Source: an optimization exercise on an open RTL-to-GDS flow (aim: small area). Production flows keep margins and buffers that such runs may drop.
Function was checked by simulation only, so behaviour that the tests miss may differ from the original.
Power is estimated from default activity; no workload was simulated.

**flow/config.mk**
```make
export PLATFORM = sky130hd
export DESIGN_NAME = vga_test
export DESIGN_NICKNAME = vga_test
export VERILOG_FILES = /design/flow/design.v
export SDC_FILE = /design/flow/constraint.sdc
export NUM_CORES = 4
export LEC_CHECK = 0
export ABC_AREA = 1
export CAP_MARGIN = 20
export CORE_MARGIN = 2
export CORE_UTILIZATION = 30
export PLACE_DENSITY = 0.4
export SLEW_MARGIN = 20
export SYNTH_MEMORY_MAX_BITS = 32768
```
**flow/constraint.sdc**
```tcl
create_clock -name core_clock -period 12.5 [get_ports {clk}]
set_input_delay 2.5000 -clock core_clock [delete_from_list [all_inputs] [get_ports {clk}]]
set_output_delay 2.5000 -clock core_clock [all_outputs]
set_load 0.01 [all_outputs]
```
**flow/design.v**
```verilog
`timescale 1ns / 1ps
module vga_test(
    input clk,
    input rst,
    input btn_right, btn_left, btn_up, btn_down,
    input btn_fire,
    input buzz_sw,
    output [3:0] vga_r, vga_g, vga_b,
    output hsync, vsync,
    output buzz
);
  function [15:0] addc;             
    input [15:0] a, b; input cin;
    integer i; reg c;
    begin
      c = cin;
      for (i = 0; i < 16; i = i + 1) begin
        addc[i] = a[i] ^ b[i] ^ c;
        c = (a[i] & b[i]) | (a[i] & c) | (b[i] & c);
      end
    end
  endfunction
  function [15:0] sub16; input [15:0] a, b; sub16 = addc(a, ~b, 1'b1); endfunction
  function [15:0] inc16; input [15:0] a; inc16 = addc(a, 16'd0, 1'b1); endfunction
  function [15:0] dec16; input [15:0] a; dec16 = addc(a, 16'hffff, 1'b0); endfunction
  function ge16;                    
    input [15:0] a, b;
    integer i; reg c;
    begin
      c = 1'b1;
      for (i = 0; i < 16; i = i + 1) c = (a[i] & ~b[i]) | (a[i] & c) | (~b[i] & c);
      ge16 = c;
    end
  endfunction
  function [8:0] inc9; input [8:0] a; reg [15:0] t; begin t = inc16({7'd0, a}); inc9 = t[8:0]; end endfunction
  function [2:0] rom_user;
    input [4:0] r;
    input [4:0] c;
    begin
      case ({r, c})
        10'd133: rom_user = 3'd7;
        10'd134: rom_user = 3'd7;
        10'd135: rom_user = 3'd7;
        10'd167: rom_user = 3'd7;
        10'd168: rom_user = 3'd7;
        10'd169: rom_user = 3'd7;
        10'd202: rom_user = 3'd7;
        10'd203: rom_user = 3'd7;
        10'd228: rom_user = 3'd7;
        10'd229: rom_user = 3'd7;
        10'd230: rom_user = 3'd7;
        10'd231: rom_user = 3'd7;
        10'd234: rom_user = 3'd7;
        10'd235: rom_user = 3'd7;
        10'd260: rom_user = 3'd7;
        10'd261: rom_user = 3'd7;
        10'd262: rom_user = 3'd7;
        10'd263: rom_user = 3'd7;
        10'd266: rom_user = 3'd7;
        10'd267: rom_user = 3'd7;
        10'd298: rom_user = 3'd7;
        10'd299: rom_user = 3'd7;
        10'd304: rom_user = 3'd7;
        10'd327: rom_user = 3'd7;
        10'd328: rom_user = 3'd7;
        10'd329: rom_user = 3'd7;
        10'd334: rom_user = 3'd7;
        10'd335: rom_user = 3'd7;
        10'd336: rom_user = 3'd7;
        10'd337: rom_user = 3'd7;
        10'd357: rom_user = 3'd7;
        10'd358: rom_user = 3'd7;
        10'd359: rom_user = 3'd7;
        10'd365: rom_user = 3'd7;
        10'd366: rom_user = 3'd7;
        10'd367: rom_user = 3'd7;
        10'd368: rom_user = 3'd7;
        10'd369: rom_user = 3'd7;
        10'd370: rom_user = 3'd7;
        10'd396: rom_user = 3'd7;
        10'd397: rom_user = 3'd5;
        10'd398: rom_user = 3'd7;
        10'd399: rom_user = 3'd3;
        10'd400: rom_user = 3'd7;
        10'd401: rom_user = 3'd7;
        10'd402: rom_user = 3'd7;
        10'd403: rom_user = 3'd7;
        10'd429: rom_user = 3'd7;
        10'd430: rom_user = 3'd7;
        10'd431: rom_user = 3'd7;
        10'd432: rom_user = 3'd3;
        10'd433: rom_user = 3'd7;
        10'd434: rom_user = 3'd3;
        10'd435: rom_user = 3'd3;
        10'd461: rom_user = 3'd7;
        10'd462: rom_user = 3'd7;
        10'd463: rom_user = 3'd7;
        10'd464: rom_user = 3'd3;
        10'd465: rom_user = 3'd7;
        10'd466: rom_user = 3'd3;
        10'd467: rom_user = 3'd3;
        10'd493: rom_user = 3'd7;
        10'd494: rom_user = 3'd7;
        10'd495: rom_user = 3'd7;
        10'd496: rom_user = 3'd3;
        10'd497: rom_user = 3'd7;
        10'd498: rom_user = 3'd3;
        10'd499: rom_user = 3'd3;
        10'd525: rom_user = 3'd7;
        10'd526: rom_user = 3'd7;
        10'd527: rom_user = 3'd7;
        10'd528: rom_user = 3'd3;
        10'd529: rom_user = 3'd7;
        10'd530: rom_user = 3'd3;
        10'd531: rom_user = 3'd3;
        10'd557: rom_user = 3'd7;
        10'd558: rom_user = 3'd7;
        10'd559: rom_user = 3'd7;
        10'd560: rom_user = 3'd3;
        10'd561: rom_user = 3'd7;
        10'd562: rom_user = 3'd3;
        10'd563: rom_user = 3'd3;
        10'd589: rom_user = 3'd7;
        10'd590: rom_user = 3'd7;
        10'd591: rom_user = 3'd7;
        10'd592: rom_user = 3'd3;
        10'd593: rom_user = 3'd7;
        10'd594: rom_user = 3'd3;
        10'd595: rom_user = 3'd3;
        10'd621: rom_user = 3'd7;
        10'd622: rom_user = 3'd7;
        10'd623: rom_user = 3'd7;
        10'd624: rom_user = 3'd3;
        10'd625: rom_user = 3'd7;
        10'd626: rom_user = 3'd3;
        10'd627: rom_user = 3'd3;
        10'd653: rom_user = 3'd7;
        10'd654: rom_user = 3'd7;
        10'd655: rom_user = 3'd7;
        10'd656: rom_user = 3'd3;
        10'd657: rom_user = 3'd7;
        10'd658: rom_user = 3'd3;
        10'd659: rom_user = 3'd3;
        10'd685: rom_user = 3'd7;
        10'd686: rom_user = 3'd7;
        10'd687: rom_user = 3'd7;
        10'd688: rom_user = 3'd3;
        10'd689: rom_user = 3'd7;
        10'd690: rom_user = 3'd3;
        10'd691: rom_user = 3'd3;
        10'd717: rom_user = 3'd7;
        10'd718: rom_user = 3'd7;
        10'd719: rom_user = 3'd7;
        10'd720: rom_user = 3'd3;
        10'd721: rom_user = 3'd7;
        10'd722: rom_user = 3'd3;
        10'd723: rom_user = 3'd3;
        10'd749: rom_user = 3'd7;
        10'd750: rom_user = 3'd7;
        10'd751: rom_user = 3'd7;
        10'd752: rom_user = 3'd3;
        10'd753: rom_user = 3'd7;
        10'd754: rom_user = 3'd3;
        10'd755: rom_user = 3'd3;
        10'd781: rom_user = 3'd7;
        10'd782: rom_user = 3'd7;
        10'd783: rom_user = 3'd7;
        10'd784: rom_user = 3'd3;
        10'd785: rom_user = 3'd7;
        10'd786: rom_user = 3'd3;
        10'd787: rom_user = 3'd3;
        10'd813: rom_user = 3'd7;
        10'd814: rom_user = 3'd7;
        10'd815: rom_user = 3'd7;
        10'd816: rom_user = 3'd3;
        10'd817: rom_user = 3'd7;
        10'd818: rom_user = 3'd3;
        10'd819: rom_user = 3'd3;
        10'd845: rom_user = 3'd7;
        10'd846: rom_user = 3'd7;
        10'd847: rom_user = 3'd7;
        10'd848: rom_user = 3'd7;
        10'd849: rom_user = 3'd7;
        10'd850: rom_user = 3'd7;
        10'd851: rom_user = 3'd3;
        default: rom_user = 3'd0;
      endcase
    end
  endfunction
  function [2:0] rom_fly;
    input [4:0] r;
    input [4:0] c;
    begin
      case ({r, c})
        10'd334: rom_fly = 3'd4;
        10'd335: rom_fly = 3'd4;
        10'd336: rom_fly = 3'd4;
        10'd337: rom_fly = 3'd4;
        10'd338: rom_fly = 3'd4;
        10'd365: rom_fly = 3'd4;
        10'd366: rom_fly = 3'd4;
        10'd367: rom_fly = 3'd4;
        10'd369: rom_fly = 3'd4;
        10'd370: rom_fly = 3'd4;
        10'd371: rom_fly = 3'd4;
        10'd398: rom_fly = 3'd4;
        10'd399: rom_fly = 3'd4;
        10'd400: rom_fly = 3'd4;
        10'd401: rom_fly = 3'd4;
        10'd402: rom_fly = 3'd4;
        10'd429: rom_fly = 3'd1;
        10'd430: rom_fly = 3'd1;
        10'd431: rom_fly = 3'd1;
        10'd432: rom_fly = 3'd1;
        10'd433: rom_fly = 3'd1;
        10'd434: rom_fly = 3'd2;
        10'd462: rom_fly = 3'd1;
        10'd463: rom_fly = 3'd1;
        10'd464: rom_fly = 3'd1;
        10'd465: rom_fly = 3'd1;
        10'd492: rom_fly = 3'd7;
        10'd493: rom_fly = 3'd7;
        10'd494: rom_fly = 3'd2;
        10'd495: rom_fly = 3'd2;
        10'd496: rom_fly = 3'd2;
        10'd497: rom_fly = 3'd2;
        10'd498: rom_fly = 3'd2;
        10'd499: rom_fly = 3'd7;
        10'd500: rom_fly = 3'd7;
        10'd523: rom_fly = 3'd7;
        10'd524: rom_fly = 3'd7;
        10'd525: rom_fly = 3'd7;
        10'd526: rom_fly = 3'd7;
        10'd527: rom_fly = 3'd2;
        10'd528: rom_fly = 3'd2;
        10'd529: rom_fly = 3'd2;
        10'd530: rom_fly = 3'd7;
        10'd531: rom_fly = 3'd7;
        10'd532: rom_fly = 3'd7;
        10'd533: rom_fly = 3'd7;
        10'd553: rom_fly = 3'd7;
        10'd554: rom_fly = 3'd7;
        10'd555: rom_fly = 3'd7;
        10'd556: rom_fly = 3'd7;
        10'd557: rom_fly = 3'd7;
        10'd558: rom_fly = 3'd7;
        10'd559: rom_fly = 3'd2;
        10'd560: rom_fly = 3'd2;
        10'd561: rom_fly = 3'd2;
        10'd562: rom_fly = 3'd7;
        10'd563: rom_fly = 3'd7;
        10'd564: rom_fly = 3'd7;
        10'd565: rom_fly = 3'd7;
        10'd566: rom_fly = 3'd1;
        10'd586: rom_fly = 3'd7;
        10'd587: rom_fly = 3'd7;
        10'd588: rom_fly = 3'd7;
        10'd589: rom_fly = 3'd7;
        10'd590: rom_fly = 3'd2;
        10'd591: rom_fly = 3'd2;
        10'd592: rom_fly = 3'd2;
        10'd593: rom_fly = 3'd2;
        10'd594: rom_fly = 3'd2;
        10'd595: rom_fly = 3'd7;
        10'd596: rom_fly = 3'd7;
        10'd597: rom_fly = 3'd7;
        10'd598: rom_fly = 3'd7;
        10'd599: rom_fly = 3'd7;
        10'd616: rom_fly = 3'd7;
        10'd617: rom_fly = 3'd7;
        10'd618: rom_fly = 3'd7;
        10'd619: rom_fly = 3'd7;
        10'd620: rom_fly = 3'd7;
        10'd621: rom_fly = 3'd7;
        10'd622: rom_fly = 3'd2;
        10'd623: rom_fly = 3'd2;
        10'd624: rom_fly = 3'd2;
        10'd625: rom_fly = 3'd2;
        10'd626: rom_fly = 3'd2;
        10'd627: rom_fly = 3'd7;
        10'd628: rom_fly = 3'd7;
        10'd629: rom_fly = 3'd7;
        10'd630: rom_fly = 3'd7;
        10'd631: rom_fly = 3'd7;
        10'd632: rom_fly = 3'd7;
        10'd647: rom_fly = 3'd7;
        10'd648: rom_fly = 3'd7;
        10'd649: rom_fly = 3'd7;
        10'd650: rom_fly = 3'd7;
        10'd651: rom_fly = 3'd7;
        10'd652: rom_fly = 3'd7;
        10'd653: rom_fly = 3'd2;
        10'd654: rom_fly = 3'd2;
        10'd655: rom_fly = 3'd2;
        10'd656: rom_fly = 3'd2;
        10'd657: rom_fly = 3'd2;
        10'd658: rom_fly = 3'd2;
        10'd659: rom_fly = 3'd2;
        10'd660: rom_fly = 3'd7;
        10'd661: rom_fly = 3'd7;
        10'd662: rom_fly = 3'd7;
        10'd663: rom_fly = 3'd7;
        10'd664: rom_fly = 3'd7;
        10'd665: rom_fly = 3'd7;
        10'd679: rom_fly = 3'd7;
        10'd680: rom_fly = 3'd7;
        10'd681: rom_fly = 3'd7;
        10'd682: rom_fly = 3'd7;
        10'd683: rom_fly = 3'd7;
        10'd684: rom_fly = 3'd7;
        10'd685: rom_fly = 3'd2;
        10'd686: rom_fly = 3'd2;
        10'd687: rom_fly = 3'd2;
        10'd688: rom_fly = 3'd2;
        10'd689: rom_fly = 3'd2;
        10'd690: rom_fly = 3'd2;
        10'd691: rom_fly = 3'd2;
        10'd692: rom_fly = 3'd7;
        10'd693: rom_fly = 3'd7;
        10'd694: rom_fly = 3'd7;
        10'd695: rom_fly = 3'd7;
        10'd696: rom_fly = 3'd7;
        10'd697: rom_fly = 3'd7;
        10'd711: rom_fly = 3'd7;
        10'd712: rom_fly = 3'd7;
        10'd713: rom_fly = 3'd7;
        10'd714: rom_fly = 3'd7;
        10'd715: rom_fly = 3'd7;
        10'd716: rom_fly = 3'd7;
        10'd717: rom_fly = 3'd2;
        10'd718: rom_fly = 3'd2;
        10'd719: rom_fly = 3'd2;
        10'd720: rom_fly = 3'd2;
        10'd721: rom_fly = 3'd2;
        10'd722: rom_fly = 3'd2;
        10'd723: rom_fly = 3'd2;
        10'd724: rom_fly = 3'd7;
        10'd725: rom_fly = 3'd7;
        10'd726: rom_fly = 3'd7;
        10'd727: rom_fly = 3'd7;
        10'd728: rom_fly = 3'd7;
        10'd729: rom_fly = 3'd7;
        10'd743: rom_fly = 3'd7;
        10'd744: rom_fly = 3'd7;
        10'd746: rom_fly = 3'd7;
        10'd747: rom_fly = 3'd7;
        10'd750: rom_fly = 3'd2;
        10'd751: rom_fly = 3'd2;
        10'd752: rom_fly = 3'd2;
        10'd753: rom_fly = 3'd2;
        10'd754: rom_fly = 3'd2;
        10'd757: rom_fly = 3'd7;
        10'd758: rom_fly = 3'd7;
        10'd759: rom_fly = 3'd7;
        10'd760: rom_fly = 3'd7;
        10'd761: rom_fly = 3'd7;
        10'd776: rom_fly = 3'd7;
        10'd778: rom_fly = 3'd7;
        10'd783: rom_fly = 3'd2;
        10'd784: rom_fly = 3'd2;
        10'd785: rom_fly = 3'd2;
        10'd790: rom_fly = 3'd7;
        10'd791: rom_fly = 3'd7;
        10'd792: rom_fly = 3'd7;
        10'd793: rom_fly = 3'd7;
        default: rom_fly = 3'd0;
      endcase
    end
  endfunction
  function [95:0] row_mosq;
    input [4:0] r;
    begin
      case (r)
        5'd5: row_mosq = 96'hff8e00000000000000;
        5'd6: row_mosq = 96'hfc0000000000000000;
        5'd7: row_mosq = 96'h4fff9e0000000000000;
        5'd8: row_mosq = 96'h3fe00000000000000;
        5'd9: row_mosq = 96'h3f1c0e00000000000;
        5'd11: row_mosq = 96'he07924000000000;
        5'd12: row_mosq = 96'h140010db6000000000;
        5'd13: row_mosq = 96'h120101b6da0000000;
        5'd14: row_mosq = 96'h24920001f6020000000;
        5'd15: row_mosq = 96'h4b80001f0e3f000000;
        5'd16: row_mosq = 96'h38000000;
        5'd17: row_mosq = 96'h71c00000000281c0000;
        5'd18: row_mosq = 96'h20000000;
        5'd19: row_mosq = 96'hfc0000000000038000000;
        5'd20: row_mosq = 96'h38000000;
        default: row_mosq = 96'h0;
      endcase
    end
  endfunction
  function [2:0] rom_spider;
    input [5:0] r;
    input [5:0] c;
    begin
      case ({r, c})
        12'd31: rom_spider = 3'd3;
        12'd32: rom_spider = 3'd4;
        12'd95: rom_spider = 3'd3;
        12'd96: rom_spider = 3'd4;
        12'd159: rom_spider = 3'd3;
        12'd160: rom_spider = 3'd4;
        12'd223: rom_spider = 3'd3;
        12'd224: rom_spider = 3'd4;
        12'd287: rom_spider = 3'd3;
        12'd288: rom_spider = 3'd4;
        12'd351: rom_spider = 3'd3;
        12'd352: rom_spider = 3'd4;
        12'd415: rom_spider = 3'd3;
        12'd416: rom_spider = 3'd4;
        12'd479: rom_spider = 3'd3;
        12'd480: rom_spider = 3'd4;
        12'd543: rom_spider = 3'd3;
        12'd544: rom_spider = 3'd4;
        12'd607: rom_spider = 3'd3;
        12'd608: rom_spider = 3'd4;
        12'd671: rom_spider = 3'd3;
        12'd672: rom_spider = 3'd4;
        12'd735: rom_spider = 3'd3;
        12'd736: rom_spider = 3'd4;
        12'd799: rom_spider = 3'd3;
        12'd800: rom_spider = 3'd4;
        12'd863: rom_spider = 3'd3;
        12'd864: rom_spider = 3'd4;
        12'd919: rom_spider = 3'd4;
        12'd920: rom_spider = 3'd4;
        12'd927: rom_spider = 3'd3;
        12'd928: rom_spider = 3'd4;
        12'd935: rom_spider = 3'd4;
        12'd936: rom_spider = 3'd4;
        12'd982: rom_spider = 3'd4;
        12'd985: rom_spider = 3'd4;
        12'd991: rom_spider = 3'd3;
        12'd992: rom_spider = 3'd4;
        12'd998: rom_spider = 3'd4;
        12'd1001: rom_spider = 3'd4;
        12'd1046: rom_spider = 3'd4;
        12'd1049: rom_spider = 3'd4;
        12'd1055: rom_spider = 3'd3;
        12'd1056: rom_spider = 3'd4;
        12'd1062: rom_spider = 3'd4;
        12'd1065: rom_spider = 3'd4;
        12'd1110: rom_spider = 3'd4;
        12'd1113: rom_spider = 3'd4;
        12'd1119: rom_spider = 3'd3;
        12'd1120: rom_spider = 3'd4;
        12'd1126: rom_spider = 3'd4;
        12'd1129: rom_spider = 3'd4;
        12'd1174: rom_spider = 3'd4;
        12'd1177: rom_spider = 3'd4;
        12'd1183: rom_spider = 3'd3;
        12'd1184: rom_spider = 3'd4;
        12'd1190: rom_spider = 3'd4;
        12'd1193: rom_spider = 3'd4;
        12'd1235: rom_spider = 3'd4;
        12'd1238: rom_spider = 3'd4;
        12'd1241: rom_spider = 3'd4;
        12'd1247: rom_spider = 3'd3;
        12'd1248: rom_spider = 3'd4;
        12'd1254: rom_spider = 3'd4;
        12'd1257: rom_spider = 3'd4;
        12'd1260: rom_spider = 3'd4;
        12'd1261: rom_spider = 3'd4;
        12'd1297: rom_spider = 3'd4;
        12'd1300: rom_spider = 3'd4;
        12'd1301: rom_spider = 3'd4;
        12'd1302: rom_spider = 3'd4;
        12'd1305: rom_spider = 3'd4;
        12'd1311: rom_spider = 3'd3;
        12'd1312: rom_spider = 3'd4;
        12'd1318: rom_spider = 3'd4;
        12'd1321: rom_spider = 3'd4;
        12'd1322: rom_spider = 3'd4;
        12'd1323: rom_spider = 3'd4;
        12'd1326: rom_spider = 3'd4;
        12'd1364: rom_spider = 3'd4;
        12'd1365: rom_spider = 3'd4;
        12'd1375: rom_spider = 3'd3;
        12'd1376: rom_spider = 3'd4;
        12'd1386: rom_spider = 3'd4;
        12'd1387: rom_spider = 3'd4;
        12'd1425: rom_spider = 3'd4;
        12'd1428: rom_spider = 3'd4;
        12'd1429: rom_spider = 3'd4;
        12'd1430: rom_spider = 3'd4;
        12'd1431: rom_spider = 3'd4;
        12'd1432: rom_spider = 3'd4;
        12'd1435: rom_spider = 3'd4;
        12'd1438: rom_spider = 3'd4;
        12'd1439: rom_spider = 3'd3;
        12'd1440: rom_spider = 3'd4;
        12'd1441: rom_spider = 3'd4;
        12'd1444: rom_spider = 3'd4;
        12'd1445: rom_spider = 3'd4;
        12'd1447: rom_spider = 3'd4;
        12'd1448: rom_spider = 3'd4;
        12'd1449: rom_spider = 3'd4;
        12'd1450: rom_spider = 3'd4;
        12'd1451: rom_spider = 3'd4;
        12'd1454: rom_spider = 3'd4;
        12'd1491: rom_spider = 3'd4;
        12'd1494: rom_spider = 3'd4;
        12'd1495: rom_spider = 3'd4;
        12'd1496: rom_spider = 3'd4;
        12'd1499: rom_spider = 3'd4;
        12'd1500: rom_spider = 3'd4;
        12'd1501: rom_spider = 3'd4;
        12'd1503: rom_spider = 3'd4;
        12'd1504: rom_spider = 3'd4;
        12'd1506: rom_spider = 3'd4;
        12'd1507: rom_spider = 3'd4;
        12'd1508: rom_spider = 3'd4;
        12'd1509: rom_spider = 3'd4;
        12'd1511: rom_spider = 3'd4;
        12'd1512: rom_spider = 3'd4;
        12'd1513: rom_spider = 3'd4;
        12'd1516: rom_spider = 3'd4;
        12'd1517: rom_spider = 3'd4;
        12'd1555: rom_spider = 3'd4;
        12'd1558: rom_spider = 3'd4;
        12'd1559: rom_spider = 3'd4;
        12'd1560: rom_spider = 3'd4;
        12'd1563: rom_spider = 3'd4;
        12'd1565: rom_spider = 3'd4;
        12'd1567: rom_spider = 3'd4;
        12'd1568: rom_spider = 3'd4;
        12'd1570: rom_spider = 3'd4;
        12'd1572: rom_spider = 3'd4;
        12'd1573: rom_spider = 3'd4;
        12'd1575: rom_spider = 3'd4;
        12'd1576: rom_spider = 3'd4;
        12'd1577: rom_spider = 3'd4;
        12'd1580: rom_spider = 3'd4;
        12'd1581: rom_spider = 3'd4;
        12'd1619: rom_spider = 3'd4;
        12'd1622: rom_spider = 3'd4;
        12'd1623: rom_spider = 3'd4;
        12'd1624: rom_spider = 3'd4;
        12'd1627: rom_spider = 3'd4;
        12'd1628: rom_spider = 3'd7;
        12'd1629: rom_spider = 3'd4;
        12'd1631: rom_spider = 3'd4;
        12'd1632: rom_spider = 3'd4;
        12'd1634: rom_spider = 3'd4;
        12'd1635: rom_spider = 3'd4;
        12'd1636: rom_spider = 3'd4;
        12'd1637: rom_spider = 3'd4;
        12'd1639: rom_spider = 3'd4;
        12'd1640: rom_spider = 3'd4;
        12'd1641: rom_spider = 3'd4;
        12'd1644: rom_spider = 3'd4;
        12'd1645: rom_spider = 3'd4;
        12'd1683: rom_spider = 3'd4;
        12'd1686: rom_spider = 3'd4;
        12'd1687: rom_spider = 3'd4;
        12'd1688: rom_spider = 3'd4;
        12'd1691: rom_spider = 3'd4;
        12'd1692: rom_spider = 3'd4;
        12'd1693: rom_spider = 3'd4;
        12'd1695: rom_spider = 3'd4;
        12'd1696: rom_spider = 3'd4;
        12'd1698: rom_spider = 3'd4;
        12'd1699: rom_spider = 3'd4;
        12'd1700: rom_spider = 3'd4;
        12'd1701: rom_spider = 3'd4;
        12'd1703: rom_spider = 3'd4;
        12'd1704: rom_spider = 3'd4;
        12'd1705: rom_spider = 3'd4;
        12'd1708: rom_spider = 3'd4;
        12'd1709: rom_spider = 3'd4;
        12'd1747: rom_spider = 3'd4;
        12'd1750: rom_spider = 3'd4;
        12'd1751: rom_spider = 3'd4;
        12'd1752: rom_spider = 3'd4;
        12'd1753: rom_spider = 3'd4;
        12'd1756: rom_spider = 3'd4;
        12'd1757: rom_spider = 3'd4;
        12'd1762: rom_spider = 3'd4;
        12'd1763: rom_spider = 3'd4;
        12'd1766: rom_spider = 3'd4;
        12'd1767: rom_spider = 3'd4;
        12'd1768: rom_spider = 3'd4;
        12'd1769: rom_spider = 3'd4;
        12'd1772: rom_spider = 3'd4;
        12'd1773: rom_spider = 3'd4;
        12'd1812: rom_spider = 3'd4;
        12'd1813: rom_spider = 3'd4;
        12'd1815: rom_spider = 3'd4;
        12'd1816: rom_spider = 3'd4;
        12'd1817: rom_spider = 3'd4;
        12'd1819: rom_spider = 3'd4;
        12'd1828: rom_spider = 3'd4;
        12'd1829: rom_spider = 3'd4;
        12'd1830: rom_spider = 3'd4;
        12'd1831: rom_spider = 3'd4;
        12'd1832: rom_spider = 3'd4;
        12'd1834: rom_spider = 3'd4;
        12'd1835: rom_spider = 3'd4;
        12'd1876: rom_spider = 3'd4;
        12'd1877: rom_spider = 3'd4;
        12'd1879: rom_spider = 3'd4;
        12'd1880: rom_spider = 3'd4;
        12'd1883: rom_spider = 3'd4;
        12'd1892: rom_spider = 3'd4;
        12'd1893: rom_spider = 3'd4;
        12'd1895: rom_spider = 3'd4;
        12'd1896: rom_spider = 3'd4;
        12'd1898: rom_spider = 3'd4;
        12'd1899: rom_spider = 3'd4;
        12'd1942: rom_spider = 3'd4;
        12'd1961: rom_spider = 3'd4;
        12'd2007: rom_spider = 3'd4;
        12'd2008: rom_spider = 3'd4;
        12'd2009: rom_spider = 3'd4;
        12'd2011: rom_spider = 3'd4;
        12'd2020: rom_spider = 3'd4;
        12'd2021: rom_spider = 3'd4;
        12'd2022: rom_spider = 3'd4;
        12'd2023: rom_spider = 3'd4;
        12'd2024: rom_spider = 3'd4;
        12'd2071: rom_spider = 3'd4;
        12'd2072: rom_spider = 3'd4;
        12'd2073: rom_spider = 3'd4;
        12'd2075: rom_spider = 3'd4;
        12'd2085: rom_spider = 3'd4;
        12'd2086: rom_spider = 3'd4;
        12'd2087: rom_spider = 3'd4;
        12'd2088: rom_spider = 3'd4;
        12'd2134: rom_spider = 3'd4;
        12'd2140: rom_spider = 3'd4;
        12'd2141: rom_spider = 3'd4;
        12'd2146: rom_spider = 3'd4;
        12'd2147: rom_spider = 3'd4;
        12'd2153: rom_spider = 3'd4;
        12'd2260: rom_spider = 3'd4;
        12'd2261: rom_spider = 3'd4;
        12'd2263: rom_spider = 3'd4;
        12'd2264: rom_spider = 3'd4;
        12'd2265: rom_spider = 3'd4;
        12'd2267: rom_spider = 3'd4;
        12'd2276: rom_spider = 3'd4;
        12'd2277: rom_spider = 3'd4;
        12'd2278: rom_spider = 3'd4;
        12'd2279: rom_spider = 3'd4;
        12'd2280: rom_spider = 3'd4;
        12'd2282: rom_spider = 3'd4;
        12'd2283: rom_spider = 3'd4;
        12'd2326: rom_spider = 3'd4;
        12'd2327: rom_spider = 3'd4;
        12'd2328: rom_spider = 3'd4;
        12'd2329: rom_spider = 3'd7;
        12'd2342: rom_spider = 3'd7;
        12'd2343: rom_spider = 3'd4;
        12'd2344: rom_spider = 3'd4;
        12'd2345: rom_spider = 3'd4;
        12'd2348: rom_spider = 3'd7;
        12'd2349: rom_spider = 3'd4;
        12'd2387: rom_spider = 3'd4;
        12'd2391: rom_spider = 3'd4;
        12'd2392: rom_spider = 3'd4;
        12'd2393: rom_spider = 3'd4;
        12'd2406: rom_spider = 3'd4;
        12'd2407: rom_spider = 3'd4;
        12'd2408: rom_spider = 3'd4;
        12'd2409: rom_spider = 3'd4;
        12'd2412: rom_spider = 3'd4;
        12'd2413: rom_spider = 3'd4;
        12'd2451: rom_spider = 3'd4;
        12'd2454: rom_spider = 3'd4;
        12'd2455: rom_spider = 3'd4;
        12'd2456: rom_spider = 3'd4;
        12'd2459: rom_spider = 3'd4;
        12'd2468: rom_spider = 3'd4;
        12'd2469: rom_spider = 3'd4;
        12'd2471: rom_spider = 3'd4;
        12'd2472: rom_spider = 3'd4;
        12'd2473: rom_spider = 3'd4;
        12'd2476: rom_spider = 3'd4;
        12'd2477: rom_spider = 3'd4;
        12'd2513: rom_spider = 3'd4;
        12'd2516: rom_spider = 3'd4;
        12'd2517: rom_spider = 3'd4;
        12'd2518: rom_spider = 3'd4;
        12'd2521: rom_spider = 3'd4;
        12'd2526: rom_spider = 3'd4;
        12'd2527: rom_spider = 3'd4;
        12'd2528: rom_spider = 3'd4;
        12'd2529: rom_spider = 3'd4;
        12'd2534: rom_spider = 3'd4;
        12'd2537: rom_spider = 3'd4;
        12'd2538: rom_spider = 3'd4;
        12'd2539: rom_spider = 3'd4;
        12'd2542: rom_spider = 3'd4;
        12'd2580: rom_spider = 3'd4;
        12'd2581: rom_spider = 3'd4;
        12'd2582: rom_spider = 3'd4;
        12'd2590: rom_spider = 3'd4;
        12'd2591: rom_spider = 3'd4;
        12'd2592: rom_spider = 3'd4;
        12'd2593: rom_spider = 3'd4;
        12'd2601: rom_spider = 3'd4;
        12'd2602: rom_spider = 3'd4;
        12'd2603: rom_spider = 3'd4;
        12'd2641: rom_spider = 3'd4;
        12'd2644: rom_spider = 3'd4;
        12'd2645: rom_spider = 3'd4;
        12'd2646: rom_spider = 3'd4;
        12'd2649: rom_spider = 3'd4;
        12'd2655: rom_spider = 3'd4;
        12'd2656: rom_spider = 3'd4;
        12'd2662: rom_spider = 3'd4;
        12'd2665: rom_spider = 3'd4;
        12'd2666: rom_spider = 3'd4;
        12'd2667: rom_spider = 3'd4;
        12'd2670: rom_spider = 3'd4;
        12'd2769: rom_spider = 3'd4;
        12'd2772: rom_spider = 3'd4;
        12'd2773: rom_spider = 3'd4;
        12'd2774: rom_spider = 3'd4;
        12'd2777: rom_spider = 3'd4;
        12'd2783: rom_spider = 3'd4;
        12'd2784: rom_spider = 3'd4;
        12'd2790: rom_spider = 3'd4;
        12'd2793: rom_spider = 3'd4;
        12'd2794: rom_spider = 3'd4;
        12'd2795: rom_spider = 3'd4;
        12'd2798: rom_spider = 3'd4;
        12'd2835: rom_spider = 3'd4;
        12'd2836: rom_spider = 3'd4;
        12'd2837: rom_spider = 3'd4;
        12'd2838: rom_spider = 3'd4;
        12'd2841: rom_spider = 3'd4;
        12'd2846: rom_spider = 3'd4;
        12'd2847: rom_spider = 3'd4;
        12'd2848: rom_spider = 3'd4;
        12'd2849: rom_spider = 3'd4;
        12'd2854: rom_spider = 3'd4;
        12'd2857: rom_spider = 3'd4;
        12'd2858: rom_spider = 3'd4;
        12'd2859: rom_spider = 3'd4;
        12'd2860: rom_spider = 3'd4;
        12'd2861: rom_spider = 3'd4;
        12'd2899: rom_spider = 3'd4;
        12'd2900: rom_spider = 3'd4;
        12'd2901: rom_spider = 3'd4;
        12'd2902: rom_spider = 3'd4;
        12'd2905: rom_spider = 3'd4;
        12'd2910: rom_spider = 3'd4;
        12'd2911: rom_spider = 3'd4;
        12'd2912: rom_spider = 3'd4;
        12'd2913: rom_spider = 3'd4;
        12'd2918: rom_spider = 3'd4;
        12'd2921: rom_spider = 3'd4;
        12'd2922: rom_spider = 3'd4;
        12'd2923: rom_spider = 3'd4;
        12'd2924: rom_spider = 3'd4;
        12'd2925: rom_spider = 3'd4;
        12'd2964: rom_spider = 3'd4;
        12'd2965: rom_spider = 3'd4;
        12'd2967: rom_spider = 3'd4;
        12'd2968: rom_spider = 3'd4;
        12'd2971: rom_spider = 3'd4;
        12'd2980: rom_spider = 3'd4;
        12'd2981: rom_spider = 3'd4;
        12'd2983: rom_spider = 3'd4;
        12'd2984: rom_spider = 3'd4;
        12'd2986: rom_spider = 3'd4;
        12'd2987: rom_spider = 3'd4;
        12'd3028: rom_spider = 3'd4;
        12'd3029: rom_spider = 3'd4;
        12'd3031: rom_spider = 3'd4;
        12'd3032: rom_spider = 3'd4;
        12'd3036: rom_spider = 3'd4;
        12'd3037: rom_spider = 3'd4;
        12'd3042: rom_spider = 3'd4;
        12'd3043: rom_spider = 3'd4;
        12'd3047: rom_spider = 3'd4;
        12'd3048: rom_spider = 3'd4;
        12'd3050: rom_spider = 3'd4;
        12'd3051: rom_spider = 3'd4;
        12'd3092: rom_spider = 3'd4;
        12'd3093: rom_spider = 3'd4;
        12'd3095: rom_spider = 3'd4;
        12'd3096: rom_spider = 3'd4;
        12'd3100: rom_spider = 3'd4;
        12'd3101: rom_spider = 3'd4;
        12'd3106: rom_spider = 3'd4;
        12'd3107: rom_spider = 3'd4;
        12'd3111: rom_spider = 3'd4;
        12'd3112: rom_spider = 3'd4;
        12'd3114: rom_spider = 3'd4;
        12'd3115: rom_spider = 3'd4;
        12'd3156: rom_spider = 3'd4;
        12'd3157: rom_spider = 3'd4;
        12'd3159: rom_spider = 3'd4;
        12'd3160: rom_spider = 3'd4;
        12'd3166: rom_spider = 3'd4;
        12'd3169: rom_spider = 3'd4;
        12'd3175: rom_spider = 3'd4;
        12'd3176: rom_spider = 3'd4;
        12'd3178: rom_spider = 3'd4;
        12'd3179: rom_spider = 3'd4;
        12'd3220: rom_spider = 3'd4;
        12'd3221: rom_spider = 3'd4;
        12'd3223: rom_spider = 3'd4;
        12'd3224: rom_spider = 3'd4;
        12'd3231: rom_spider = 3'd4;
        12'd3232: rom_spider = 3'd4;
        12'd3239: rom_spider = 3'd4;
        12'd3240: rom_spider = 3'd4;
        12'd3242: rom_spider = 3'd4;
        12'd3243: rom_spider = 3'd4;
        12'd3285: rom_spider = 3'd4;
        12'd3287: rom_spider = 3'd4;
        12'd3288: rom_spider = 3'd4;
        12'd3295: rom_spider = 3'd4;
        12'd3296: rom_spider = 3'd4;
        12'd3303: rom_spider = 3'd4;
        12'd3304: rom_spider = 3'd4;
        12'd3306: rom_spider = 3'd4;
        12'd3350: rom_spider = 3'd4;
        12'd3369: rom_spider = 3'd4;
        12'd3414: rom_spider = 3'd4;
        12'd3433: rom_spider = 3'd4;
        default: rom_spider = 3'd0;
      endcase
    end
  endfunction
  localparam [1:0] S_INIT = 2'd0, S_NORMAL = 2'd1, S_BOSS = 2'd2, S_CLEAR = 2'd3;
  reg [9:0] h, v;
  reg hs, vs;
  wire [9:0] x = h, y = v;
  wire [15:0] h_inc = inc16({6'd0, h});
  wire [15:0] v_inc = inc16({6'd0, v});
  always @(posedge clk) begin
    if (rst) begin
      h <= 10'd0; v <= 10'd0;
    end else if (h == 10'd799) begin
      h <= 10'd0;
      v <= (v == 10'd524) ? 10'd0 : v_inc[9:0];
    end else
      h <= h_inc[9:0];
  end
  always @(posedge clk) begin
    if (rst) begin
      hs <= 1'b1; vs <= 1'b1;
    end else begin
      hs <= ~(ge16({6'd0, h}, 16'd656) & ~ge16({6'd0, h}, 16'd752));
      vs <= ~(v[9:1] == 9'd245);
    end
  end
  assign hsync = hs;
  assign vsync = vs;
  wire video_on = ~ge16({6'd0, h}, 16'd640) & ~ge16({6'd0, v}, 16'd480);
  reg [5:0] t33;
  wire tk33 = t33[5];
  wire [15:0] t33_inc = inc16({10'd0, t33});
  always @(posedge clk)
    if (rst || tk33) t33 <= 6'd0; else t33 <= t33_inc[5:0];
  reg [9:0] px;
  reg [8:0] py;
  wire [15:0] px_inc = inc16({6'd0, px}), px_dec = dec16({6'd0, px});
  wire [15:0] py_inc = inc16({7'd0, py}), py_dec = dec16({7'd0, py});
  always @(posedge clk) begin
    if (rst) begin
      px <= 10'd280; py <= 9'd400;
    end else if (tk33) begin
      if (btn_left && px != 10'd0) px <= px_dec[9:0];
      else if (btn_right && !ge16({6'd0, px}, 16'd608)) px <= px_inc[9:0];
      if (btn_up && py != 9'd0) py <= py_dec[8:0];
      else if (btn_down && !ge16({7'd0, py}, 16'd448)) py <= py_inc[8:0];
    end
  end
  reg [1:0] st;
  reg started, rall;
  reg [15:0] kc;                   
  reg [8:0] mc;                    
  reg sp_alive;
  reg [3:0] hp;
  reg [3:0] fa;
  reg [7:0] ma;
  wire enemy_rst = rst | rall;
  wire ftick = kc[9];
  wire mtick = (mc & 9'd500) == 9'd500;
  wire [15:0] kc_inc = inc16(kc);
  wire [15:0] mc_inc = inc16({7'd0, mc});
  always @(posedge clk) begin
    if (rst) begin
      st <= S_INIT; started <= 1'b0; rall <= 1'b0;
    end else case (st)
      S_INIT: begin st <= S_NORMAL; started <= 1'b0; rall <= 1'b0; end
      S_NORMAL: if (fa == 4'd0 && ma == 8'd0) st <= S_BOSS;
      S_BOSS: if (!started) started <= 1'b1; else if (!sp_alive) st <= S_CLEAR;
      S_CLEAR: if ((kc & 16'd50000) == 16'd50000) begin st <= S_INIT; rall <= 1'b1; end
    endcase
  end
  always @(posedge clk) begin
    if (rst || st == S_BOSS || (st == S_INIT && rall) || (st != S_CLEAR && ftick)) kc <= 16'd0;
    else kc <= kc_inc;
    if (enemy_rst || st == S_CLEAR || (st == S_BOSS && !sp_alive) || mtick) mc <= 9'd0;
    else mc <= mc_inc[8:0];
  end
  reg [7:0] act;
  reg [9:0] bs [0:7];              
  reg [8:0] by [0:7];
  reg [7:0] hit;                   
  reg prev_fire;
  wire fire = btn_fire & ~prev_fire;
  wire [15:0] px20 = addc({6'd0, px}, 16'd20, 1'b0);
  wire [7:0] fire_j;
  genvar j, i;
  generate for (j = 0; j < 8; j = j + 1) begin : bl
    if (j == 0) assign fire_j[j] = fire & ~act[0];
    else assign fire_j[j] = fire & ~act[j] & (&act[j-1:0]);
    wire [15:0] by_dec = dec16({7'd0, by[j]});
    wire by_zero = (by[j] == 9'd0);
    always @(posedge clk) begin
      if (rst) act[j] <= 1'b0;
      else if (hit[j]) act[j] <= 1'b0;
      else if (fire_j[j]) act[j] <= 1'b1;
      else if (tk33 && act[j] && by_zero) act[j] <= 1'b0;
      if (!act[j]) begin
        bs[j] <= px20[9:0];
        by[j] <= py;
      end else if (tk33 && !by_zero)
        by[j] <= by_dec[8:0];
    end
  end endgenerate
  always @(posedge clk)
    if (rst) prev_fire <= 1'b0; else prev_fire <= btn_fire;
  reg [7:0] fy;                    
  wire [15:0] fy_inc = inc16({8'd0, fy});
  wire [3:0] fcol [0:7];
  wire [7:0] fyin;
  wire [7:0] fly_bhit;
  wire [3:0] fly_kill_m [0:7];
  generate for (j = 0; j < 8; j = j + 1) begin : fb
    wire [15:0] d = sub16({8'd0, by[j][8:1]}, {8'd0, fy});
    assign fyin[j] = (d[7:4] == 4'd0);
    for (i = 0; i < 4; i = i + 1) begin : fc
      assign fcol[j][i] = ge16({6'd0, bs[j]}, 208 + 50*i) & ~ge16({6'd0, bs[j]}, 240 + 50*i);
    end
    assign fly_kill_m[j] = (act[j] & fyin[j]) ? fcol[j] : 4'd0;
    assign fly_bhit[j] = act[j] & fyin[j] & ((fcol[j] & fa) != 4'd0);
  end endgenerate
  wire [3:0] fly_kill = fly_kill_m[0] | fly_kill_m[1] | fly_kill_m[2] | fly_kill_m[3] |
                        fly_kill_m[4] | fly_kill_m[5] | fly_kill_m[6] | fly_kill_m[7];
  always @(posedge clk) begin
    if (enemy_rst) begin
      fy <= 8'd0; fa <= 4'b1111;
    end else if (ftick) begin
      fy <= ge16({8'd0, fy}, 16'd224) ? 8'd0 : fy_inc[7:0];
      fa <= fa & ~fly_kill;
    end
  end
  reg [8:0] mq [0:7];              
  reg [7:0] mdir;
  wire [7:0] xm [0:7];             
  wire [7:0] mqy, spy;
  generate for (j = 0; j < 8; j = j + 1) begin : my
    assign mqy[j] = ge16({7'd0, by[j]}, 16'd92) & ~ge16({7'd0, by[j]}, 16'd132);
    assign spy[j] = ~ge16({7'd0, by[j]}, 16'd32);
  end endgenerate
  function xov;
    input [8:0] a, m;
    reg [15:0] d;
    begin
      d = sub16({7'd0, a}, {7'd0, m});
      xov = (d[8:5] == 4'd0) & ~(d[4] & (d[3] | d[2]));
    end
  endfunction
  generate for (j = 0; j < 8; j = j + 1) begin : x0
    assign xm[0][j] = xov(bs[j][9:1], mq[0]);
  end endgenerate
  reg [2:0] rc;                    
  reg [7:1] mask [0:7];
  wire [9:0] eng_s = fire ? px20[9:0] : bs[rc];
  wire [7:1] eng_x;
  generate for (i = 1; i < 8; i = i + 1) begin : en
    assign eng_x[i] = xov(eng_s[9:1], mq[i]);
  end endgenerate
  wire [15:0] rc_inc = inc16({13'd0, rc});
  always @(posedge clk)
    if (rst) rc <= 3'd0; else if (!fire) rc <= rc_inc[2:0];
  generate for (j = 0; j < 8; j = j + 1) begin : mk
    always @(posedge clk)
      if (fire ? fire_j[j] : (rc == j)) mask[j] <= eng_x;
    for (i = 1; i < 8; i = i + 1) begin : mb
      assign xm[i][j] = mask[j][i];
    end
  end endgenerate
  wire [7:0] mq_kill;
  wire [7:0] mq_bhit_m [0:7];
  generate for (i = 0; i < 8; i = i + 1) begin : mo
    wire [7:0] hv = xm[i] & act & mqy;
    assign mq_kill[i] = ma[i] & (hv != 8'd0);
    assign mq_bhit_m[i] = ma[i] ? hv : 8'd0;
    wire [15:0] m_inc = inc16({7'd0, mq[i]}), m_dec = dec16({7'd0, mq[i]});
    always @(posedge clk) begin
      if (enemy_rst) begin
        mq[i] <= 30 + 60*i; mdir[i] <= 1'b1; ma[i] <= 1'b1;
      end else if (i == 0 && st == S_BOSS && !sp_alive) begin
        mq[i] <= 9'd160; mdir[i] <= 1'b1;
      end else if (mtick) begin
        mq[i] <= mdir[i] ? m_inc[8:0] : m_dec[8:0];
        if (!ge16({7'd0, mq[i]}, 16'd6)) mdir[i] <= 1'b1;
        else if (ge16({7'd0, mq[i]}, 16'd299)) mdir[i] <= 1'b0;
        if (mq_kill[i]) ma[i] <= 1'b0;
      end
    end
  end endgenerate
  wire [7:0] mq_bhit = mq_bhit_m[0] | mq_bhit_m[1] | mq_bhit_m[2] | mq_bhit_m[3] |
                       mq_bhit_m[4] | mq_bhit_m[5] | mq_bhit_m[6] | mq_bhit_m[7];
  wire sp_on = (st == S_BOSS) & sp_alive;
  wire [7:0] sp_bhit = sp_on ? (xm[0] & act & spy) : 8'd0;
  always @(posedge clk) begin
    if (rst || st != S_BOSS) begin
      sp_alive <= 1'b0; hp <= 4'd0;
    end else if (!sp_alive) begin
      sp_alive <= 1'b1; hp <= 4'd10;
    end else if (sp_bhit != 8'd0) begin
      if (hp[3:1] != 3'd0) hp <= dec16({12'd0, hp});
      else begin hp <= 4'd0; sp_alive <= 1'b0; end
    end
  end
  always @(posedge clk)
    hit <= (enemy_rst ? 8'd0 : ((ftick ? fly_bhit : 8'd0) | (mtick ? mq_bhit : 8'd0))) |
           (rst ? 8'd0 : sp_bhit);
  reg [11:0] fc;                   
  wire [15:0] fc_inc = inc16({4'd0, fc});
  always @(posedge clk) if (rst) fc <= 12'hfff; else fc <= fc_inc[11:0];
  wire swin = (fc != 12'd0) & ~ge16({4'd0, fc}, 16'd33) ;    
  reg [8:0] ring [0:31];
  wire star_on;
  wire own0 = OWN0[h[4:0]];
  localparam [31:0] OWN0 = 32'h04555154;
  wire vis0 = (h == 10'd50) | (h == 10'd100) | (h == 10'd150) | (h == 10'd200) | (h == 10'd250) | (h == 10'd300) | (h == 10'd400) | (h == 10'd450) | (h == 10'd500) | (h == 10'd550) | (h == 10'd590);
  reg [8:0] tinit0;
  always @* begin
    case (h[4:0])
      5'd2: tinit0 = 9'd48;
      5'd4: tinit0 = 9'd3;
      5'd6: tinit0 = 9'd29;
      5'd8: tinit0 = 9'd19;
      5'd12: tinit0 = 9'd25;
      5'd14: tinit0 = 9'd45;
      5'd16: tinit0 = 9'd37;
      5'd18: tinit0 = 9'd61;
      5'd20: tinit0 = 9'd6;
      5'd22: tinit0 = 9'd56;
      5'd26: tinit0 = 9'd11;
      default: tinit0 = 9'bx;
    endcase
  end
  wire [8:0] tq0 = ring[0];
  wire [8:0] tu0 = (swin & own0) ? ((tq0 == 9'd479) ? tinit0 : inc9(tq0)) : tq0;
  wire ton0 = vis0 & (y == {1'b0, tu0});
  wire own1 = OWN1[h[4:0]];
  localparam [31:0] OWN1 = 32'h55555555;
  wire vis1 = (h == 10'd110) | (h == 10'd170) | (h == 10'd200) | (h == 10'd230) | (h == 10'd260) | (h == 10'd290) | (h == 10'd320) | (h == 10'd350) | (h == 10'd380) | (h == 10'd410) | (h == 10'd440) | (h == 10'd470) | (h == 10'd500) | (h == 10'd530) | (h == 10'd560) | (h == 10'd620);
  reg [8:0] tinit1;
  always @* begin
    case (h[4:0])
      5'd0: tinit1 = 9'd4;
      5'd2: tinit1 = 9'd12;
      5'd4: tinit1 = 9'd28;
      5'd6: tinit1 = 9'd10;
      5'd8: tinit1 = 9'd20;
      5'd10: tinit1 = 9'd50;
      5'd12: tinit1 = 9'd23;
      5'd14: tinit1 = 9'd75;
      5'd16: tinit1 = 9'd7;
      5'd18: tinit1 = 9'd21;
      5'd20: tinit1 = 9'd13;
      5'd22: tinit1 = 9'd33;
      5'd24: tinit1 = 9'd18;
      5'd26: tinit1 = 9'd40;
      5'd28: tinit1 = 9'd16;
      5'd30: tinit1 = 9'd9;
      default: tinit1 = 9'bx;
    endcase
  end
  wire [8:0] tq1 = ring[1];
  wire [8:0] tu1 = (swin & own1) ? ((tq1 == 9'd479) ? tinit1 : inc9(tq1)) : tq1;
  wire ton1 = vis1 & (y == {1'b0, tu1});
  wire own2 = OWN2[h[4:0]];
  localparam [31:0] OWN2 = 32'h40151000;
  wire vis2 = (h == 10'd20) | (h == 10'd50) | (h == 10'd80) | (h == 10'd140) | (h == 10'd350);
  reg [8:0] tinit2;
  always @* begin
    case (h[4:0])
      5'd12: tinit2 = 9'd1;
      5'd16: tinit2 = 9'd8;
      5'd18: tinit2 = 9'd32;
      5'd20: tinit2 = 9'd5;
      5'd30: tinit2 = 9'd60;
      default: tinit2 = 9'bx;
    endcase
  end
  wire [8:0] tq2 = ring[12];
  wire [8:0] tu2 = (swin & own2) ? ((tq2 == 9'd479) ? tinit2 : inc9(tq2)) : tq2;
  wire ton2 = vis2 & (y == {1'b0, tu2});
  reg initing;
  always @(posedge clk) if (rst) initing <= 1'b1; else if (h == 10'd799) initing <= 1'b0;
  reg [8:0] ins;
  always @* begin
    case (h[4:0])
      5'd0: ins = 9'd33;
      5'd1: ins = 9'd10;
      5'd2: ins = 9'd6;
      5'd3: ins = 9'd5;
      5'd4: ins = 9'd49;
      5'd5: ins = 9'd13;
      5'd6: ins = 9'd4;
      5'd7: ins = 9'd29;
      5'd8: ins = 9'd30;
      5'd9: ins = 9'd11;
      5'd10: ins = 9'd20;
      5'd11: ins = 9'd21;
      5'd12: ins = 9'd61;
      5'd13: ins = 9'd51;
      5'd14: ins = 9'd26;
      5'd15: ins = 9'd24;
      5'd16: ins = 9'd46;
      5'd17: ins = 9'd76;
      5'd18: ins = 9'd38;
      5'd19: ins = 9'd8;
      5'd20: ins = 9'd62;
      5'd21: ins = 9'd22;
      5'd22: ins = 9'd7;
      5'd23: ins = 9'd14;
      5'd24: ins = 9'd57;
      5'd25: ins = 9'd34;
      5'd26: ins = 9'd2;
      5'd27: ins = 9'd19;
      5'd28: ins = 9'd12;
      5'd29: ins = 9'd41;
      5'd30: ins = 9'd9;
      5'd31: ins = 9'd17;
    endcase
  end
  assign star_on = (ton0 | ton1 | ton2) & ~initing;
  integer k;
  always @(posedge clk) begin
    for (k = 0; k < 32; k = k + 1) ring[k] <= ring[(k + 1) % 32];
    ring[31] <= tu0;
    ring[0] <= tu1;
    ring[11] <= tu2;
    ring[29] <= initing ? ins : ring[30];
  end
  reg [10:0] csol, cla;
  reg tsol, tla, playing, note;
  reg [16:0] dur;
  wire srst = rst | buzz_sw;
  wire [15:0] csol_inc = inc16({5'd0, csol}), cla_inc = inc16({5'd0, cla}), dur_inc = inc16(dur[15:0]);
  always @(posedge clk) begin
    if (srst) begin
      csol <= 11'd0; tsol <= 1'b0; cla <= 11'd0; tla <= 1'b0;
    end else begin
      if (ge16({5'd0, csol}, 16'd1596)) begin csol <= 11'd0; tsol <= ~tsol; end else csol <= csol_inc[10:0];
      if (ge16({5'd0, cla}, 16'd1420)) begin cla <= 11'd0; tla <= ~tla; end else cla <= cla_inc[10:0];
    end
  end
  wire dur_end = (dur & 17'd125000) == 17'd125000;
  always @(posedge clk) begin
    if (srst) begin
      playing <= 1'b0; note <= 1'b0; dur <= 17'd0;
    end else begin
      if (btn_fire && !playing) begin
        playing <= 1'b1; note <= 1'b0; dur <= 17'd0;
      end
      if (playing) begin
        if (dur_end) begin
          dur <= 17'd0;
          if (note) playing <= 1'b0; else note <= 1'b1;
        end else
          dur <= {dur[16] ^ (&dur[15:0]), dur_inc[15:0]};
      end
    end
  end
  assign buzz = playing & (note ? tla : tsol);
  wire [15:0] ux = sub16({6'd0, x}, {6'd0, px});
  wire [15:0] uy = sub16({6'd0, y}, {7'd0, py});
  wire [2:0] ucol = (ux[9:5] == 5'd0 && uy[9:5] == 5'd0) ? rom_user(uy[4:0], ux[4:0]) : 3'd0;
  wire [7:0] bv;
  generate for (j = 0; j < 8; j = j + 1) begin : bd
    wire [15:0] dx = sub16({6'd0, bs[j]}, {6'd0, x});
    wire [15:0] dy = sub16({6'd0, y}, {7'd0, by[j]});
    assign bv[j] = act[j] & (dx[9:3] == 7'd0) & (dx[2:0] >= 3'd3) & (dx[2:0] <= 3'd6) & (dy[9:3] == 7'd0);
  end endgenerate
  wire bval = (bv != 8'd0);
  wire [15:0] sx = sub16({7'd0, x[9:1]}, {7'd0, mq[0]});
  wire [2:0] scol = (sp_alive && y[9:6] == 4'd0 && sx[8:5] == 4'd0) ? rom_spider(y[5:0], {sx[4:0], x[0]}) : 3'd0;
  wire [15:0] qy = sub16({6'd0, y}, 16'd100);
  wire [95:0] qrow = (qy[9:5] == 5'd0) ? row_mosq(qy[4:0]) : 96'd0;
  wire [2:0] qpair [0:15];
  generate for (j = 0; j < 16; j = j + 1) begin : qp
    assign qpair[j] = x[0] ? qrow[6*j+5:6*j+3] : qrow[6*j+2:6*j];
  end endgenerate
  wire [15:0] qnz;
  generate for (j = 0; j < 16; j = j + 1) begin : qn
    assign qnz[j] = (qpair[j] != 3'd0);
  end endgenerate
  wire [7:0] qc;
  wire [3:0] qlx [0:7];
  generate for (i = 0; i < 8; i = i + 1) begin : qd
    wire [15:0] dx = sub16({7'd0, x[9:1]}, {7'd0, mq[i]});
    assign qlx[i] = dx[3:0];
    assign qc[i] = ma[i] & (dx[8:4] == 5'd0) & qnz[dx[3:0]];
  end endgenerate
  wire [3:0] qwin = qc[0] ? qlx[0] : qc[1] ? qlx[1] : qc[2] ? qlx[2] : qc[3] ? qlx[3] :
                    qc[4] ? qlx[4] : qc[5] ? qlx[5] : qc[6] ? qlx[6] : qlx[7];
  wire [2:0] mcol = (qc != 8'd0) ? qpair[qwin] : 3'd0;
  wire [15:0] fdy = sub16({6'd0, y}, {7'd0, fy, 1'b0});
  wire [3:0] fin;
  generate for (i = 0; i < 4; i = i + 1) begin : fd
    assign fin[i] = fa[i] & ge16({6'd0, x}, 200 + 50*i) & ~ge16({6'd0, x}, 232 + 50*i);
  end endgenerate
  wire [4:0] flx = fin[0] ? x[4:0] - 5'd8 : fin[1] ? x[4:0] - 5'd26 : fin[2] ? x[4:0] - 5'd12 : x[4:0] - 5'd30;
  wire [2:0] fcolr = (fin != 4'd0 && fdy[9:5] == 5'd0) ? rom_fly(fdy[4:0], flx) : 3'd0;
  wire [2:0] rgb = (ucol != 0) ? ucol : bval ? 3'd7 : (scol != 0) ? scol : (mcol != 0) ? mcol :
                   (fcolr != 0) ? fcolr : star_on ? 3'd7 : 3'd0;
  assign vga_r = {4{video_on & rgb[2]}};
  assign vga_g = {4{video_on & rgb[1]}};
  assign vga_b = {4{video_on & rgb[0]}};
endmodule
```
**flow/run.sh**
```bash
#!/bin/bash
# synth_recipe.tcl (not shown) runs the flow's synth.tcl, then flattens the netlist and writes it again
# the make line also repeats each setting of config.mk as NAME=value (left out here)
make -C /OpenROAD-flow-scripts/flow DESIGN_CONFIG=/design/flow/config.mk WORK_HOME=/design/flow/orfs CLKGATE_MAP_FILE= SYNTH_SCRIPT=/design/flow/synth_recipe.tcl finish
```
==> results.txt <==
## registers in the layout, summed over array words and instances, names as in the netlist, 11 cells and up
signal,cells
fc,12
bs,80
by,72
cla,11
dur,17
ring,288
csol,11
mask,56
kc,16
mq,72
## cell families (layout without fill, tap and decap cells)
logic type	after synthesis	in the layout
DFF	773	773
other	0	2
xor gates and xnor gates	106	106
muxes	5	5
AOI/OAI and AO/OA	1148	1148
and+or+nand+nor	1907	1907
adders and majority gates	694	694
buffers and inverters	950	1115
## layout make-up
class / instances / share of cell area
clock inverters: 50 / 0.0130
well taps: 2160 / 0.0490
inverters: 801 / 0.0546
flip-flops and latches: 773 / 0.318
diodes: 2 / 0.0000907
multi-input cells: 3860 / 0.498
clock buffers: 128 / 0.0478
repair buffers: 136 / 0.0195
## stage by stage
step	total power, uW	cells	util	cell area, um2
final	6700	7910	0.343	55200
after global routing	7010	7908	0.343	55200
after CTS	6790	7906	0.343	55200
after detailed placement	3800	7728	0.322	51800
after global placement	3800	7727	0.322	51800
after floorplan	3420	5583	-	48600
## power by group
part	internal, uW	switching (uW)
sequential	2730	70.9
combinational	299	651
clock	1750	1200
total	4770	1920
## layout by cell type, fill, tap and decap left out, drive strengths merged, types with 30 or more instances in the layout
cell,instances
a21oi,288
o22ai,82
o21ai,413
buf,115
o2111ai,38
nand3,205
o211ai,75
clkbuf,128
fa,305
nand2,857
nor4,45
nor3,95
dfxtp,565
ha,382
edfxtp,208
a31oi,30
clkinv,52
nand4,106
a211oi,43
inv,781
nor2,552
xor2,38
xnor2,68
## worst max-delay path, stage by stage (launching register included)
cell and delay [ns]:
dfxtp_1 0.41, inv_1 0.70, buf_4 0.33, fa_1 0.19, inv_1 0.05, fa_1 0.37, fa_1 0.39, fa_1 0.39
fa_1 0.39, fa_1 0.39, fa_1 0.39, fa_1 0.49, nand4_1 0.19, a2111oi_1 0.87, o2111ai_1 0.24, o41ai_1 0.14
nor2_1 0.09, nand2_1 0.20, nor2b_1 0.07, nand2_1 0.08, nand2_1 0.05, a21oi_1 0.72, clkdlybuf4s50_1 0.85
## worst max-delay path by stage
| stage | depth (start not counted) | to | from |
|---|---|---|---|
| after floorplan | 31 | vga_g[1] | h[2] |
| after global placement | 20 | vga_g[0] | h[1] |
| after detailed placement | 22 | vga_r[0] | h[1] |
| after CTS | 22 | vga_r[0] | h[1] |
| after global routing | 22 | vga_r[0] | h[1] |
| final | 22 | vga_r[0] | h[1] |
## layer usage
layer | track usage | wire, um
met2 | 0.361 | 84200
met1 | 0.301 | 83500
met3 | 0.0296 | 9370
met5 | 0 | 27
met4 | 0.0718 | 6070
==> results.txt <==
Min path:
- The worst hold path begins at ring[7][8].
- The classification of the worst-slack hold path is reg2reg.
- The endpoint of the worst hold path is ring[6][8].
- The hold-critical path depth is 0.

Timing:
- The worst path in the final design needs a cycle of around 11 ns, including I/O delays and setup.
- The actual slew at the worst max-slew pin is 1.24 ns.
- The final-report hold violation count was 0.
- The final-layout setup total negative slack is 0 ns.
- The number of slew-limit violations in the final report is 0.
- The clock tree skew after final layout is 0.0517 ns.
- Hold is met by 0.298 ns.
- Setup violations remaining at the end of the flow were counted as 0.
- Dividing the final minimum period by the clock period gives 0.897.
- In this run the tightest slew margin relative to its limit is 0.167.
- The achievable frequency is just under 90 MHz.
- The worst setup margin is approximately 1.3 ns.
- Setup repair after global routing left no endpoint under its margin.

Worst setup path:
- The worst flop-to-flop path endpoint is hit[1].
- The register-to-register setup slack is ~6.2 ns.
- STA classifies the critical path startpoint as a flop.
- The launch point of the worst reg-to-reg path is mq[0][1].
- STA puts the critical path data arrival time at between 8 and 9 ns.
- Data on the critical path is required at its endpoint by 10.00 ns.
- The setup path with the least slack is of type reg2out.
- The biggest fanout along the worst timing path is 11.
- STA classifies the critical path endpoint as an output pin.
- Measured in cells, the most critical reg-to-reg path has a length of 22.

Layout:
- The area of the multi-input gates is about 27000 um2.
- From synthesis to final layout, the design area changed by 13.5%.
- The final-stage net count is 6361.
- After filler insertion, the fill cell instance count of the layout stands at 16900.
- The combined flip-flop and latch cell area is 17600 um2.
- The layout cell share with drive strength beyond 1 is 0.0790.

Routing:
- The overall routed net length is 183000 um.
- Dividing the detail-routed wire length by the instance count gives 23.2 um.
- After the first detailed-routing iteration, the DRC count stood at 3491.
- In the routed layout, each cell is associated on average with a via count of 5.10.
- The detailed-routing iteration count for the pre-antenna-repair pass is 6.
- The post-detailed-route DRC marker count is 0.
- The total via count after detailed routing is roughly 40000.
- The number of nets with antenna violations after routing is 0.

CTS:
- The count of cells resized by post-cts repair is 0.
- The hold-fix buffer count after cts is 0.
- After clock tree synthesis, the clock-pin slew on the worst setup and hold paths is 0.06 ns.
- The tree built by TritonCTS fans out to 773 sinks.
- The clock latency reported for the late side of the worst-skew pair is 0.76 ns.
- The tree is rooted in a clkbuf_16.
- The maximum count of clock buffers along a single path is 3.
- The H-tree was split into 3 levels.
- The number of CTS-inserted buffers is 94.
- After clock tree synthesis, the setup repair step added 0 buffers.
- The TritonCTS clock tree is done.

Global routing:
- The initial antenna violation count came to 8.
- For this run the aggregate overflow at the end of global routing stands at 0.
- Across every metal layer, demand over resource in global routing totals 0.221.
- The number of global-route vias before repair was 39500.
- The global-route wire length before repair is 269000 um.
- Entering global routing, the biggest net connects 93 pins.

Synth:
- Of the total synthesized cell area, the portion taken by full adders, half adders and majority gates is 0.225.
- The number of distinct library cell variants in the gate-level netlist after synthesis is 80.
- After synthesis the netlist holds a flip-flop and latch count of 773.
- The mean post-synth cell area is between 8 and 9 um2.
- By area the synthesized netlist is led by dfxtp_1, edfxtp_1, fa_1.
- Of the total synthesized cell area, the portion taken by XOR and XNOR cells is 0.0191.
- The post-synthesis share of cell area spent on and, or, nand and nor gates is 0.174.
- For this run, the register share of the synthesized area comes to 0.361.
- The total nets after synthesis is 6278.
- The number of flops mapped to enable cells by yosys is between 200 and 250.
- The synthesized netlist occupies a cell area of 48600 um2.
- The most common flop cell mapped by yosys is dfxtp_1.
- Counting every instance in the synthesized netlist gives ~5600.
- The main combinational cell family by area after synthesis is adder cells.
- After synthesis, the most frequently instantiated cells are nand2_1, inv_1, dfxtp_1.
- For this run, asynchronously set or reset flops after synthesis account for 0.
- The fraction of the mapped netlist area in compound gates was 0.144.
- The mux cell area share after synthesis is 0.00111.
- The cell type with the highest aggregate area in the netlist is dfxtp_1.
- The area share of the largest cell type after synthesis is 0.233.
- The number of warning messages in the yosys log is 6.
- The most frequent cell after synthesis is nand2_1.

Placed design:
- The detailed placement HPWL is 139000 um.
- Port buffering added 22 buffers.
- At the end of routability-driven placement, the weighted congestion stood at about 0.99.
- Prior to clock tree synthesis, the placed netlist has a worst setup slack of 2.00 ns.

Power:
- The peak ir drop on the vdd network is ~0.00014 V.
- For this design the ratio of total power to cell area is 121 nW/um2.
- The leakage power is ~0.023 uW.

Floorplan:
- The number of placement rows is approximately 150.
- The effective utilization at floorplan is 0.302.
- The number of ports placed on the die boundary is 23.
- From bottom edge to top edge, the die measures a little over 400 um.
- The overall die area is 165000 um2.
- The floorplan step set the die width to 407 um.
- The core region is about 160000 um2.

Outcome:
- The run finished with no timing, DRC or antenna violations.

Job:
- Across the run, the number of max-cap violations was 0.

static timing again, ports no longer ideal:
Ports are ideal in the flow. The routed layout listed here was re-timed in OpenROAD.
Step 1: set_driving_cell puts a clkbuf_16 on clk and a buf_2 on each other input, an assumption about the parent block.
Step 2 moves the port delays by t, midway between the first and last clock arrival at a register: inputs arrive t later, outputs are due t later. That takes back most of the time a late clock gives input paths.
a / b / c = no drivers / after step 1 / after step 2; a / b = the first two.
shift t [ns]: 0.813
setup WS [ns]: 1.290 / 1.204 / 2.017
worst data-port slew with drivers (ns): 0.04
After both steps setup and hold are still met in this run. The setup slack of this run moves by -0.086 ns with the drivers and by +0.727 ns with both steps.
